Source: an optimization exercise on an open RTL-to-GDS flow (aim: small area). Production flows keep margins and buffers that such runs may drop. The RTL of this run was laid out without a check of its function. Power is estimated from default activity; no workload was simulated.

`flow/design.v`:
```
module shiftregister(sysclk, rst, reset_led, reset_score, button0, button1, button2,
led0, led1, led2, led3, led4, led5, led6,
led8, led9, led10, led11, led12, led13, led14, led15,
led16, led17, led18, led19, led20, led21, led22, led23,
seg_a, seg_b, seg_c, seg_d, seg_e, seg_f, seg_g,
an3, an2, an1, an0);
input sysclk, reset_led, reset_score, button0, button1, button2;
input rst;
output led0, led1, led2, led3, led4, led5, led6;
output led8, led9, led10, led11, led12, led13, led14, led15;
output led16, led17, led18, led19, led20, led21, led22, led23;
output seg_a, seg_b, seg_c, seg_d, seg_e, seg_f, seg_g, an3, an2, an1, an0;
reg [13:0] cnt;
wire [14:0] cy;
assign cy[0] = 1'b1;
genvar k;
generate for (k = 0; k < 14; k = k + 1) begin : gc
	assign cy[k+1] = cy[k] & cnt[k];
end endgenerate
always @(posedge sysclk)
	cnt <= rst ? 14'd0 : cnt ^ cy[13:0];
wire tick = (cnt[5:0] == 6'h1f);        
wire step = cy[13] & ~cnt[13];          
reg [6:0] j;
wire wrap = j[6] & j[5] & j[3];         
wire adv = step & ~reset_led;
always @(posedge sysclk)
	if (rst) j <= 7'd16;
	else if (adv) j <= wrap ? 7'd16 : j + 1'b1;
wire b0 = j[0], b1 = j[1], p0 = j[2], p1 = j[3], s0 = j[5], s1 = j[6];
wire n0 = (~s1 & ~s0 & ~b1 & ~b0)
        | (~s1 &  s0 & ~(p1 & p0) & ~b0)
        | ( s1 & ~s0 & ~p1 & ~p0 & ~b0)
        | ( s1 & ~s0 & ~p1 &  p0 & ~b1)
        | ( s1 & ~s0 &  p1 & ~p0 & b1 & ~b0)
        | ( s1 &  s0 & ~p0 & ~b1);
wire n1 = (~s1 &  s0 & ~(p1 & p0) & b1 & b0)
        | ( s1 & ~s0 & ~p1 & ~p0 & b1 & b0)
        | ( s1 & ~s0 & ~p1 &  p0 & b1 & ~b0)
        | ( s1 & ~s0 &  p1 & ~p0 & ~(b1 & ~b0));
wire n2 = (~s1 & ~s0 & b1 & ~b0)
        | (~s1 &  s0 & ((p1 & p0) | ~b0))
        | ( s1 & ~s0 & ~p1 & ~p0 & ~b1 & ~b0)
        | ( s1 & ~s0 & ~p1 &  p0 & b1 & b0)
        | ( s1 & ~s0 &  p1 & ~p0 & b1 & ~b0)
        | ( s1 & ~s0 &  p1 &  p0)
        | ( s1 &  s0 & ~p1 & ~p0 & ~b1);
reg [7:0] temp0, temp1, temp2;
wire ld = step & ~reset_led & ~rst;     
wire hd = ~step & ~rst;                  
always @(posedge sysclk) begin
	temp0 <= ({8{ld}} & {n0, temp0[7:1]}) | ({8{hd}} & temp0);
	temp1 <= ({8{ld}} & {n1, temp1[7:1]}) | ({8{hd}} & temp1);
	temp2 <= ({8{ld}} & {n2, temp2[7:1]}) | ({8{hd}} & temp2);
end
assign {led6, led5, led4, led3, led2, led1, led0} = temp0[6:0];
assign {led15, led14, led13, led12, led11, led10, led9, led8} = temp1;
assign {led23, led22, led21, led20, led19, led18, led17, led16} = temp2;
reg [15:0] ps;
reg [1:0] op;       
wire hit  = (temp0[0] & button0) | (temp1[0] & button1) | (temp2[0] & button2);
wire miss = (~temp0[0] & button0) | (~temp1[0] & button1) | (~temp2[0] & button2);
wire nz = |ps;
wire up = op[0] & ~op[1];
wire dn = op[1] & ~op[0] & nz;
wire clr = rst | (tick & op[0] & op[1]);
wire n9 = ps[3] & ps[0];                
wire nzero = ~ps[3] & ~ps[2] & ~ps[1] & ~ps[0];
wire sp = up ? n9 : nzero;
wire [15:0] x = ps ^ {16{dn}};
wire ud = up | dn;
wire [15:0] tg;
assign tg[0] = ud;
assign tg[1] = ud & ~sp & x[0];
assign tg[2] = ud & ~sp & x[0] & x[1];
assign tg[3] = ud & (sp | (x[0] & x[1] & x[2]));
assign tg[4] = ud & sp;
generate for (k = 5; k < 16; k = k + 1) begin : gs
	assign tg[k] = tg[k-1] & x[k-1];
end endgenerate
always @(posedge sysclk) begin
	ps <= clr ? 16'd0 : ps ^ (tg & {16{tick}});
	if (rst) op <= 2'd0;
	else if (tick) op <= reset_score ? 2'd3 : hit ? 2'd1 : miss ? 2'd2 : 2'd0;
end
reg shown;
always @(posedge sysclk)
	shown <= ~rst & (shown | tick);
wire [2:0] ph = cnt[7:5] - 1'b1;
wire [1:0] d = ph[2:1];
wire [3:0] dig = d[1] ? (d[0] ? ps[15:12] : ps[11:8]) : (d[0] ? ps[7:4] : ps[3:0]);
assign an0 = ~(shown & (d == 2'd0));
assign an1 = ~(shown & (d == 2'd1));
assign an2 = ~(shown & (d == 2'd2));
assign an3 = ~(shown & (d == 2'd3));
reg [6:0] out;
always @* case (dig)
	4'd1: out = 7'b1001111;
	4'd2: out = 7'b0010010;
	4'd3: out = 7'b0000110;
	4'd4: out = 7'b1001100;
	4'd5: out = 7'b0100100;
	4'd6: out = 7'b0100000;
	4'd7: out = 7'b0001111;
	4'd8: out = 7'b0000000;
	4'd9: out = 7'b0000100;
	default: out = 7'b0000001;
endcase
assign {seg_a, seg_b, seg_c, seg_d, seg_e, seg_f, seg_g} = out;
endmodule
```
`flow/run.sh`:
```
#!/bin/bash
# synth_recipe.tcl (not shown) runs the flow's synth.tcl, then flattens the netlist and writes it again
# the make line also repeats each setting of config.mk as NAME=value (left out here)
make -C /OpenROAD-flow-scripts/flow DESIGN_CONFIG=/design/flow/config.mk WORK_HOME=/design/flow/orfs CLKGATE_MAP_FILE= SYNTH_SCRIPT=/design/flow/synth_recipe.tcl finish
```
`flow/config.mk`:
```
export PLATFORM = sky130hd
export DESIGN_NAME = shiftregister
export DESIGN_NICKNAME = shiftregister
export VERILOG_FILES = /design/flow/design.v
export SDC_FILE = /design/flow/constraint.sdc
export NUM_CORES = 4
export LEC_CHECK = 0
export CAP_MARGIN = 20
export CORE_MARGIN = 2
export CORE_UTILIZATION = 40
export SLEW_MARGIN = 20
```
`flow/constraint.sdc`:
```
create_clock -name core_clock -period 10.0 [get_ports {sysclk}]
set_input_delay 2.0000 -clock core_clock [delete_from_list [all_inputs] [get_ports {sysclk}]]
set_output_delay 2.0000 -clock core_clock [all_outputs]
set_load 0.01 [all_outputs]
```
==> flow_summary.json <==
{
  "status": "no timing/DRC/antenna violations",
  "initialDrtViolationCount": 97,
  "synth_edf_count": 0,
  "finalNetCount": 399,
  "placedCellCount": 463,
  "final_common_cell": "dfxtp_1",
  "wirelength_mm": 6.57,
  "finClkSkew_ps": 7.87,
  "finalCritPeriodShare_pct": 52.4,
  "grt_max_degree": 25,
  "power_density_nw_per_um2": 127,
  "diodes": 0,
  "globalplace.congestion": 0.836,
  "io_pins": 41,
  "syn_nets": 370,
  "grtUsageTotal_pct": 16.7,
  "htreeDepth": 3,
  "p_sw_share_pct": 22.7,
  "max_clock_freq_mhz": 191,
  "hp-class": "flip-flop to flip-flop",
  "initial_core_util_pct": 41.5,
  "dieArea_um2": 8840,
  "ys_types": 56,
  "synth_ff_type": "dfxtp_1",
  "p_leak_nw": 1.46,
  "yosysSeqAreaShare_pct": 39.5,
  "maxCapViolCount": 0,
  "clkTransAtPathRegs_ps": 80,
  "p_int_mw": 0.382,
  "row_count": 32,
  "top_layer": "met4",
  "cp-end-kind": "output pin",
  "grt_antenna_before_repair": 0,
  "synth_warnings": 1,
  "vias": 2541,
  "firstDrtPassIters": 4,
  "placeableCoreArea_um2": 7810,
  "postCtsResizedCells": 0,
  "pwr-share-comb_pct": 1.9,
  "critPathLaunchType": "flip-flop",
  "wl_met3_um": 443,
  "clk_latency_ps": 340,
  "finalPower_mw": 0.495,
  "wl_per_cell_um": 13.7,
  "setup_viol": 0,
  "grt_pass1_vias": 2546,
  "seqPwrFrac_pct": 51.8,
  "netlist_instances": 343,
  "tightestPinTransition_ps": 718,
  "relSlewSlack_pct": 52.0,
  "synth_seq_cells": 64,
  "post-route-drc-count": 0,
  "finalNonFillerCells": 479,
  "fillCellCount": 750,
  "antenna_left": 0,
  "p_clk_share_pct": 46.3,
  "wl_met2_mm": 2.82,
  "final_core_util_pct": 49.8,
  "netlist_area_um2": 3240,
  "power_switching_mw": 0.112,
  "die_w_um": 94.0,
  "layout_common_cells": "dfxtp_1 (64), clkdlybuf4s50_1 (40), nor2_1 (36)",
  "port_buffers": 40,
  "syn_avg_cell_area_um2": 9.45,
  "layout-area-overhead-vs-synth_pct": 20.1,
  "post-cts-setup-buffers": 0,
  "clock_path_buffers": 2,
  "finalMaxSlewViolations": 0,
  "worstPathRequired_ps": 8000,
  "fin_tns_setup_ps": 0,
  "synth-async-reset-ratio_pct": 0,
  "numCtsBuffers": 9,
  "critPathMaxFanout": 6,
  "period_needed_ps": 5240,
  "die_h_um": 94.0,
  "cp.arrival_ps": 3240,
  "ctsRootBufferMaster": "clkbuf_8",
  "whs_ps": 413,
  "grt_pass1_wl_mm": 11.8,
  "cts_hold_buf": 0,
  "hold_viol": 0,
  "cts.sinks": 64,
  "path_class": "flip-flop to output pin",
  "drive_gt1_share_pct": 8.49,
  "dp_hpwl_mm": 4.38,
  "grt-ovfl-total": 0,
  "peakVddDrop_v": 0.0000838,
  "wl_met1_mm": 3.20,
  "rsz0062_at_grt": "false",
  "post_drt_via_cell_ratio": 5.30,
  "cts_tree": "yes"
}
## kinds of logic after synthesis
family / synth area share (%)
buf+inv: 4.17
flops: 39.5
fa+ha+maj: 7.72
mux: 3.82
compound gates: 19.6
xor+xnor: 5.95
simple gates: 19.2
## routing by layer
metal | up-vias | GRT usage, %
li1 | 1307 | -
met1 | 1168 | 21.0
met2 | 58 | 26.1
met3 | 8 | 5.54
met4 | 0 | 7.61
met5 | - | 0
## power by group through the flow
stage / Clock (mW) / Combinational (mW) / Sequential [mW]
CTS: 0.239 / 0.00950 / 0.256
global placement: 0 / 0.00935 / 0.262
floorplan: 0 / 0.00518 / 0.262
finish: 0.229 / 0.00928 / 0.256
global route: 0.248 / 0.0106 / 0.256
detailed placement: 0 / 0.00939 / 0.262
## metrics by stage
step / cell area, um^2 / worst slack [ps]
final: 3890 / 4760
after global routing: 3890 / 4460
after CTS: 3890 / 4680
after detailed placement: 3690 / 5070
after global placement: 3690 / 5180
after floorplan: 3240 / 5700
## worst paths after layout
path,start,to,slack [ps],depth (start not counted)
worst max-delay path,cnt[5],seg_c,4760,8
worst min-delay path,cnt[0],cnt[0],410,1
worst max register to register,cnt[0],temp2[7],6330,17
worst min register to register,cnt[0],cnt[0],410,1
## flip-flops by register name, indices dropped and copies added, names as in the netlist
register and flops:
temp0 8, cnt 14, op 2, ps 16
j 7, temp1 8, shown 1, temp2 8
## critical path: stages (launching register included)
cell and delay [ps]:
dfxtp_1 360, inv_1 60, ha_1 220, xor2_1 540, mux4_1 710, inv_1 120, ha_1 160, nor3b_1 180
clkdlybuf4s50_1 560
## synthesized netlist by cell type (all sizes together) (2+ instances only)
master	number	area share [%]
dfxtp	64	40
nor2	36	4.2
a22o	24	6.5
clkbuf	23	2.7
ha	20	7.7
nor2b	17	3.3
xor2	16	4.3
o21ai	14	2.2
nand3	13	2.4
a21oi	9	1.4
nand2	9	1.0
inv	8	0.93
nand2b	7	1.4
nand4	6	1.2
o22ai	6	1.2
xnor2	6	1.6
a211oi	5	1.2
and3	5	1.0
mux4	4	2.9
o211ai	4	0.93
or3	4	0.77
a22oi	3	0.69
mux2i	3	0.93
nand3b	3	0.69
o22a	3	0.81
and2	2	0.39
buf	2	0.58
nor3	2	0.31
nor4	2	0.85
or2	2	0.39
or4	2	0.58
## layout make-up
cell class	instances	area (um^2)	share of cell area, %
Tap cell	102	128	3.28
Sequential cell	64	1280	32.9
Clock buffer	10	138	3.54
Multi-Input combinational cell	246	1820	46.9
Inverter	8	30.0	0.772
Clock inverter	6	67.6	1.74
Timing Repair Buffer	43	423	10.9

==> separate check: timing with driven ports <==
The results above use ideal ports. As a check the final layout listed here was re-extracted and re-timed, cells and wires unchanged.
Step 1, drivers: a clkbuf_16 drives sysclk and a buf_2 each remaining input, both assumed.
Step 2, shift: input delay + t, output delay - t, t = (earliest + latest rising clock arrival at the registers) / 2. This alone moves slack from input paths to output paths.
Three values: no drivers, after step 1, after step 2; two values: the first two.
t (ns): 0.366
setup slack, ns: 4.757 / 4.726 / 5.092
worst setup path after step 2: register to output
worst register clock-pin slew, ns: 0.08 / 0.08
worst data-port slew with drivers (ns): 0.04
After both steps this run still meets setup and hold. The setup slack of this run moves by -0.031 ns with the drivers and by +0.335 ns with both steps.
